From an optimization exercise on the open Yosys and OpenROAD flow, aimed at small area and a short achievable clock period; shortcuts taken in it are not production practice. Function was checked by simulation only, so behaviour that the tests miss may differ from the original. No driver is modelled on the clock port, so clocking that relies on it looks cheaper here than on a real chip. No activity file was given, so power comes from the tool's default toggle rates.

Design singlecycle, start of the top module:
module singlecycle(
  input  wire        i_clk,
  input  wire        i_rst,
  input  wire [31:0] i_io_sw,
  input  wire [31:0] i_io_btn,
  output wire [31:0] o_imem_addr,
  input  wire [31:0] i_imem_data,
  output wire [31:0] o_pc_debug,
  output wire        o_insn_vld,
  output wire [31:0] o_io_ledg,
  output wire [31:0] o_io_ledr,
  output wire [31:0] o_io_lcd,
  output wire [6:0]  o_io_hex0,
  output wire [6:0]  o_io_hex1,
  output wire [6:0]  o_io_hex2,
  output wire [6:0]  o_io_hex3,
  output wire [6:0]  o_io_hex4,
  output wire [6:0]  o_io_hex5,
  output wire [6:0]  o_io_hex6,
  output wire [6:0]  o_io_hex7
);
  logic [31:0] pc, pc_dbg;
  logic        vld;
  wire  [31:0] ins = i_imem_data;
  assign o_imem_addr = pc;
  wire [6:0] op  = ins[6:0];
  wire [2:0] f3  = ins[14:12];
  wire [4:0] rs1a = ins[19:15];
  wire [4:0] rs2a = ins[24:20];
  wire [4:0] rda  = ins[11:7];
  wire is_load  = (op == 7'b0000011);
  wire is_store = (op == 7'b0100011);
  wire is_r     = (op == 7'b0110011);
  wire is_br    = (op == 7'b1100011);
  wire is_i     = (op == 7'b0010011);
  wire is_jal   = (op == 7'b1101111);
  wire is_jalr  = (op == 7'b1100111);
  wire is_lui   = (op == 7'b0110111);
  wire is_auipc = (op == 7'b0010111);
  wire insn_vld = is_load | is_store | is_r | is_br | is_i | is_jal | is_jalr | is_lui | is_auipc;
  wire rd_we    = is_load | is_r | is_i | is_jal | is_jalr | is_lui | is_auipc;
  ...
For scale: roughly 9200 cells after synthesis, ~320 I/O pins, roughly 0.14 mm2 of cells after synthesis.
clock: 15.0 ns
lec_check: 0
cap_margin: 20
core_margin: 2
core_utilization: 60
cts_cluster_diameter: 80
cts_cluster_size: 24
setup_slack_margin: 5
slew_margin: 20
synth_hierarchical: 1
synth_minimum_keep_size: 0
standard.sh (not shown) runs the stock make flow with config.mk's settings and CLKGATE_MAP_FILE= SYNTH_SCRIPT=/design/flow/synth_recipe.tcl, a recipe that flattens the netlist after the stock synthesis.
==> flow/flow/run.sh <==
#!/bin/bash
set -euo pipefail
LATE_MARGIN=7.0

bash standard.sh synth floorplan > flow_1_synth_floorplan.log 2>&1

# the make command of standard.sh, without its setup margin
MK=$(grep '^make ' standard.sh | sed -e 's/ "\${@:-finish}"$//' -e 's/ SETUP_SLACK_MARGIN=[^ ]*//')
eval "$MK SETUP_SLACK_MARGIN=5 'BUFFER_PORTS_ARGS=-buffer_cell sky130_fd_sc_hd__buf_2' place" > flow_2_place.log 2>&1
eval "$MK SETUP_SLACK_MARGIN=$LATE_MARGIN cts"    > flow_3_cts.log 2>&1
eval "$MK SETUP_SLACK_MARGIN=$LATE_MARGIN route"  > flow_4_route.log 2>&1
eval "$MK SETUP_SLACK_MARGIN=$LATE_MARGIN finish" > flow_5_finish.log 2>&1

# nothing left to make; standard.sh writes out/final.def
bash standard.sh finish > flow_6_write_def.log 2>&1
Edit:
--- a/flow/flow/run.sh
+++ b/flow/flow/run.sh
@@ -1,5 +1,5 @@
 #!/bin/bash
 set -euo pipefail
-LATE_MARGIN=7.0
+LATE_MARGIN=6.5
 
 bash standard.sh synth floorplan > flow_1_synth_floorplan.log 2>&1
Effect: The new run finished clean; critical path depth drops by 1; synthesized area is unchanged; power drops by a few percent; hold slack hardly moves; flip-flop and latch count is unchanged; first-iteration DRC count drops by a few percent; cell count drops slightly; wire length drops by a few percent; core utilization drops by 2.2 points; combinational power drops by about a fifth; final area drops by a few percent.

========
Another version of the RTL of singlecycle (not shown whole).
For scale: about 9300 cells after synthesis, ~320 I/O pins, ~140000 um^2 of cells after synthesis.
Settings: LEC_CHECK=0, CAP_MARGIN=20, CORE_MARGIN=2, CORE_UTILIZATION=60, CTS_CLUSTER_DIAMETER=80, CTS_CLUSTER_SIZE=24, SETUP_SLACK_MARGIN=5, SLEW_MARGIN=20, SYNTH_HIERARCHICAL=1, SYNTH_MINIMUM_KEEP_SIZE=0; clock period 15.0 ns.
==> flow/flow/run.sh <==
#!/bin/bash
set -euo pipefail
LATE_MARGIN=6.5

PLAT_DU=$(sed -n '/^export DONT_USE_CELLS += /,/^#/p' "$FLOW_HOME/platforms/sky130hd/config.mk" \
          | grep -o 'sky130_fd_sc_hd__[a-z0-9_]*' | tr '\n' ' ')
DU="${PLAT_DU}sky130_fd_sc_hd__a222oi_1"

# the make command of standard.sh, without its setup margin
MK=$(grep '^make ' standard.sh | sed -e 's/ "\${@:-finish}"$//' -e 's/ SETUP_SLACK_MARGIN=[^ ]*//')
MK="$MK 'DONT_USE_CELLS=$DU'"
eval "$MK SETUP_SLACK_MARGIN=5 synth"     > flow_1_synth.log 2>&1
eval "$MK SETUP_SLACK_MARGIN=5 floorplan" > flow_2_floorplan.log 2>&1
eval "$MK SETUP_SLACK_MARGIN=5 'BUFFER_PORTS_ARGS=-buffer_cell sky130_fd_sc_hd__buf_2' place" > flow_3_place.log 2>&1
eval "$MK SETUP_SLACK_MARGIN=$LATE_MARGIN cts"    > flow_4_cts.log 2>&1
eval "$MK SETUP_SLACK_MARGIN=$LATE_MARGIN route"  > flow_5_route.log 2>&1
eval "$MK SETUP_SLACK_MARGIN=$LATE_MARGIN finish" > flow_6_finish.log 2>&1

# nothing left to make; standard.sh writes out/final.def
bash standard.sh finish > flow_7_write_def.log 2>&1
The baseline completed and failed the layout checks on max-slew violations.
Next try:
--- a/flow/flow/run.sh
+++ b/flow/flow/run.sh
@@ -15,3 +15,3 @@
-eval "$MK SETUP_SLACK_MARGIN=$LATE_MARGIN cts"    > flow_4_cts.log 2>&1
-eval "$MK SETUP_SLACK_MARGIN=$LATE_MARGIN route"  > flow_5_route.log 2>&1
-eval "$MK SETUP_SLACK_MARGIN=$LATE_MARGIN finish" > flow_6_finish.log 2>&1
+eval "$MK SETUP_SLACK_MARGIN=$LATE_MARGIN SKIP_GATE_CLONING=1 cts"    > flow_4_cts.log 2>&1
+eval "$MK SETUP_SLACK_MARGIN=$LATE_MARGIN SKIP_GATE_CLONING=1 route"  > flow_5_route.log 2>&1
+eval "$MK SETUP_SLACK_MARGIN=$LATE_MARGIN SKIP_GATE_CLONING=1 finish" > flow_6_finish.log 2>&1
=>
- The new run produced a clean layout
- combinational power is lower by a few percent
- total power is lower slightly
- clock power hardly moves
- synthesized cell count is unchanged
- area after synthesis is unchanged
- via count hardly moves
Next try:
--- a/flow/flow/run.sh
+++ b/flow/flow/run.sh
@@ -3 +3 @@
-LATE_MARGIN=6.5
+LATE_MARGIN=7.0
The new run ran to the end with no violations.
Clock power barely changes.
Global-route usage is higher by 0.86 points.
Total power is higher by 5.2%.
Via count is higher by 2.6%.
Final area is higher by 3.5%.
First-iteration DRC count is higher by 6.6%.
Worst setup slack is worse by 170 ps.

========
Setup of v2:
singlecycle again, from the RTL that the note above started with.
export LEC_CHECK = 0
export CAP_MARGIN = 20
export CORE_MARGIN = 2
export CORE_UTILIZATION = 60
export CTS_CLUSTER_DIAMETER = 80
export CTS_CLUSTER_SIZE = 24
export SETUP_SLACK_MARGIN = 5
export SLEW_MARGIN = 20
export SYNTH_HIERARCHICAL = 1
export SYNTH_MINIMUM_KEEP_SIZE = 0
export TNS_END_PERCENT = 0
create_clock -name core_clock -period 15.0 [get_ports {i_clk}]
==> flow/flow/run.sh <==
#!/bin/bash
set -euo pipefail
LATE_MARGIN=6.5

bash standard.sh synth floorplan > flow_1_synth_floorplan.log 2>&1

# the make command of standard.sh, without its setup margin
MK=$(grep '^make ' standard.sh | sed -e 's/ "\${@:-finish}"$//' -e 's/ SETUP_SLACK_MARGIN=[^ ]*//')
eval "$MK SETUP_SLACK_MARGIN=5 'BUFFER_PORTS_ARGS=-buffer_cell sky130_fd_sc_hd__buf_2' place" > flow_2_place.log 2>&1
eval "$MK SETUP_SLACK_MARGIN=$LATE_MARGIN cts"    > flow_3_cts.log 2>&1
eval "$MK SETUP_SLACK_MARGIN=$LATE_MARGIN route"  > flow_4_route.log 2>&1
eval "$MK SETUP_SLACK_MARGIN=$LATE_MARGIN finish" > flow_5_finish.log 2>&1

# nothing left to make; standard.sh writes out/final.def
bash standard.sh finish > flow_6_write_def.log 2>&1
v2 finished every step from synthesis to the final layout, and the layout passed the timing, design-rule and antenna checks.
> inputs changed (v2 -> v3)
Settings: TNS_END_PERCENT removed (was 0).
Notes after the runs:
- v3 against v2: fraction of final layout cells sized beyond drive strength 1 up 0.42 points; core utilization up 0.18 points.
- On fmax: between v2 and v3, it ends up lower for v2.
- Summary of v3 over v2: worst hold slack essentially unchanged; power drawn by the combinational cells essentially unchanged; sequential share of power essentially unchanged.
- Non-clock buffer instance count of the final layout (higher): v2
- v3 vs. v2: routed wire length about even, number of buffer and inverter instances along the worst setup path rose 1, post-layout total power about even.
- The run with more setup slack is v3; v2 has less.
Setup changes, v3 to v11
-- flow/flow/run.sh --
<<< v3, line 2
set -euo pipefail
LATE_MARGIN=6.5

>>> v11, line 2
set -euo pipefail
LATE_MARGIN=7.0

==> summary.txt <==
- v11 ended up with a higher per-cell routed wire length than v3 did.
- Clock-pin slew on the worst setup and hold paths: v3 vs v11 — no meaningful difference
- Going from v3 to v11, clock skew rose 3.1 ps, detailed-route wire length higher.
## Diff of input files: v52 against v11
==> flow/flow/run.sh <==
#!/bin/bash
set -euo pipefail
LATE_MARGIN=6.75

PLAT_DU=$(sed -n '/^export DONT_USE_CELLS += /,/^#/p' "$FLOW_HOME/platforms/sky130hd/config.mk" \
          | grep -o 'sky130_fd_sc_hd__[a-z0-9_]*' | tr '\n' ' ')
DU="${PLAT_DU}sky130_fd_sc_hd__a222oi_1"

# the make command of standard.sh, without its setup margin
MK=$(grep '^make ' standard.sh | sed -e 's/ "\${@:-finish}"$//' -e 's/ SETUP_SLACK_MARGIN=[^ ]*//')
MK="$MK 'DONT_USE_CELLS=$DU'"
eval "$MK SETUP_SLACK_MARGIN=5 synth"     > flow_1_synth.log 2>&1
eval "$MK SETUP_SLACK_MARGIN=5 floorplan" > flow_2_floorplan.log 2>&1
eval "$MK SETUP_SLACK_MARGIN=5 'BUFFER_PORTS_ARGS=-buffer_cell sky130_fd_sc_hd__buf_2' place" > flow_3_place.log 2>&1
eval "$MK SETUP_SLACK_MARGIN=$LATE_MARGIN SKIP_GATE_CLONING=1 cts"    > flow_4_cts.log 2>&1
eval "$MK SETUP_SLACK_MARGIN=$LATE_MARGIN SKIP_GATE_CLONING=1 route"  > flow_5_route.log 2>&1
eval "$MK SETUP_SLACK_MARGIN=$LATE_MARGIN SKIP_GATE_CLONING=1 finish" > flow_6_finish.log 2>&1

# nothing left to make; standard.sh writes out/final.def
bash standard.sh finish > flow_7_write_def.log 2>&1
## What came out
- Going from v11 to v52, the count of buffering cells on the critical path with inverters included was found to have gone up by 7.
- Relative to v11, clock latency at the later pin of the worst-skew pair has gone down in v52.
- On v52: minimum clock period after layout is 59 ps higher than what v11 gave.
- The higher wire length on met1 came out of v11.
- Clock power share for v52: 0.2 points up relative to v11
- Total power: v52 above v11
- Starting utilization of the core area delta (v11 -> v52): insignificant
- NOTE number of non-clock inverters v11->v52 decreased slightly
- Between v11 and v52, met3 track demand over resource decreased.
- v52: register-to-register slack is 290 ps lower than what v11 reported.
- In summary, v52 completed successfully, with a layout that passed the timing, design-rule and antenna checks.
- v11 ended with every stage complete and zero timing, DRC or antenna violations.
- Min utilization across v11 and v52: v52
Input changes introduced in v44 (baseline for comparison: v52):
==> flow/flow/run.sh <==
#!/bin/bash
set -euo pipefail
LATE_MARGIN=6.0

bash standard.sh synth floorplan > flow_1_synth_floorplan.log 2>&1

# the make command of standard.sh, without its setup margin
MK=$(grep '^make ' standard.sh | sed -e 's/ "\${@:-finish}"$//' -e 's/ SETUP_SLACK_MARGIN=[^ ]*//')
eval "$MK SETUP_SLACK_MARGIN=5 'BUFFER_PORTS_ARGS=-buffer_cell sky130_fd_sc_hd__buf_2' place" > flow_2_place.log 2>&1
eval "$MK SETUP_SLACK_MARGIN=$LATE_MARGIN cts"    > flow_3_cts.log 2>&1
eval "$MK SETUP_SLACK_MARGIN=$LATE_MARGIN route"  > flow_4_route.log 2>&1
eval "$MK SETUP_SLACK_MARGIN=$LATE_MARGIN finish" > flow_5_finish.log 2>&1

# nothing left to make; standard.sh writes out/final.def
bash standard.sh finish > flow_6_write_def.log 2>&1
[summary]
Compared with v52, v44 shows a maximum VDD drop that is about 6.5% higher.
Areal power density over the cells went up slightly going from v52 to v44.
Delta (v44 minus v52): mean number of vias per cell about even, portion of total power attributed to the clock network rose 0.6 points, total met2 wirelength after detailed routing fell 8900 um.
Relative to v52, the global-route usage of v44 is lower by 1.0 points.
Sum of internal, switching and leakage power: v44 vs v52 down 3.7%
Delta(routed wire length, v44 - v52) < 0
Looking at clock skew across both flows, v44 is the weaker of the two, with v52 ahead.
For the vias after detailed routing, v44 came in about 3.3% lower than v52 did.

========
the reference run:
Another version of the RTL of singlecycle (not shown whole).
For scale: about 9,300 cells after synthesis, about 320 I/O pins, about 140,000 µm² of cells after synthesis.
clock: 15.0 ns
lec_check: 0
cap_margin: 20
core_margin: 2
core_utilization: 60
cts_cluster_diameter: 80
cts_cluster_size: 24
setup_slack_margin: 5
slew_margin: 20
synth_hierarchical: 1
synth_minimum_keep_size: 0
==> flow/flow/run.sh <==
#!/bin/bash
set -euo pipefail
LATE_MARGIN=6.5

bash standard.sh synth floorplan > flow_1_synth_floorplan.log 2>&1

# the make command of standard.sh, without its setup margin
MK=$(grep '^make ' standard.sh | sed -e 's/ "\${@:-finish}"$//' -e 's/ SETUP_SLACK_MARGIN=[^ ]*//')
eval "$MK SETUP_SLACK_MARGIN=5 'BUFFER_PORTS_ARGS=-buffer_cell sky130_fd_sc_hd__buf_2' place" > flow_2_place.log 2>&1
eval "$MK SETUP_SLACK_MARGIN=$LATE_MARGIN cts"    > flow_3_cts.log 2>&1
eval "$MK SETUP_SLACK_MARGIN=$LATE_MARGIN route"  > flow_4_route.log 2>&1
eval "$MK SETUP_SLACK_MARGIN=$LATE_MARGIN finish" > flow_5_finish.log 2>&1

# nothing left to make; standard.sh writes out/final.def
bash standard.sh finish > flow_6_write_def.log 2>&1
The reference run -> stages 100% | layout checks FAIL | slew limit
[inputs] the trial run vs the reference run
--- a/flow/flow/run.sh
+++ b/flow/flow/run.sh
@@ -10,3 +10,3 @@
-eval "$MK SETUP_SLACK_MARGIN=$LATE_MARGIN cts"    > flow_3_cts.log 2>&1
-eval "$MK SETUP_SLACK_MARGIN=$LATE_MARGIN route"  > flow_4_route.log 2>&1
-eval "$MK SETUP_SLACK_MARGIN=$LATE_MARGIN finish" > flow_5_finish.log 2>&1
+eval "$MK SETUP_SLACK_MARGIN=$LATE_MARGIN SKIP_GATE_CLONING=1 cts"    > flow_3_cts.log 2>&1
+eval "$MK SETUP_SLACK_MARGIN=$LATE_MARGIN SKIP_GATE_CLONING=1 route"  > flow_4_route.log 2>&1
+eval "$MK SETUP_SLACK_MARGIN=$LATE_MARGIN SKIP_GATE_CLONING=1 finish" > flow_5_finish.log 2>&1
[summary]
- The trial run was carried through to the last stage, and its layout satisfied the timing, design-rule and antenna checks.
- Compared the trial run against the reference run; met2 routing resource usage after global routing within noise.
- Changes observed in the trial run relative to the reference run: area of all placed cells without fillers decreased by 0.67% relative to the old numbers, highest net fanout along the worst path lost 20, buffer count from post-CTS setup fixing grew by 1.
- sky130_fd_sc_hd__nor4_4 as the master of the slowest instance on the critical path was reported by the trial run, and sky130_fd_sc_hd__nor2_1 by the reference run.
- Looking only at utilization after layout, and setting everything else aside, the lower value of the trial run and the reference run goes to the trial run.
- The reference run vs the trial run, worst setup path endpoint: g_rf[28].q[4] vs g_rf[23].q[0]
- Compared with the reference run, the trial run shows a largest incremental delay on the critical path that is 0.45 ns lower.
- Area added between synthesis and finish ended up 0.77 points lower on the trial run than on the reference run.
- Shortest period the worst path allows on the trial run is down relative to the reference run.
- The run showing the greater final cycle utilization of the critical path is the reference run.

==> afterwards: timing with drivers on the ports <==
Ports are ideal in the flow. The routed layouts listed here were re-timed in OpenROAD.
Step 1 (the two cells are an assumption about what drives the block):
set clk [get_ports {i_clk}]
set_driving_cell -lib_cell sky130_fd_sc_hd__clkbuf_16 $clk
set_driving_cell -lib_cell sky130_fd_sc_hd__buf_2 [delete_from_list [all_inputs] $clk]
Step 2 moves the port delays by t, midway between the first and last clock arrival at a register: inputs arrive t later, outputs are due t later. That takes back most of the time a late clock gives input paths.
Slacks: ideal / step 1 / step 2; pairs: ideal / step 1.
run	t, ns	slack for setup (ns)	worst register clock-pin slew, ns
the first run of note 1	0.977	6.211 / 6.250 / 5.273	0.11 / 0.11
the second run of note 1	0.973	6.178 / 6.232 / 5.259	0.11 / 0.11
the first run of note 2	0.962	6.197 / 6.173 / 5.211	0.10 / 0.10
the second run of note 2	0.962	6.290 / 6.332 / 5.370	0.10 / 0.10
the third run of note 2	0.965	6.118 / 6.134 / 5.169	0.10 / 0.10
v2	0.976	6.112 / 6.167 / 5.191	0.10 / 0.10
v3	0.973	6.204 / 6.244 / 5.272	0.10 / 0.10
v11	1.002	6.265 / 6.322 / 5.320	0.11 / 0.11
v52	0.963	6.207 / 6.222 / 5.259	0.11 / 0.11
v44	0.969	5.818 / 5.881 / 4.913	0.10 / 0.10
the reference run	0.971	6.185 / 6.209 / 5.239	0.11 / 0.11
the trial run	0.966	6.225 / 6.282 / 5.316	0.10 / 0.10
The setup slack of the first run of note 2, which loses most, moves by -0.024 ns with the drivers and by -0.986 ns with both steps.
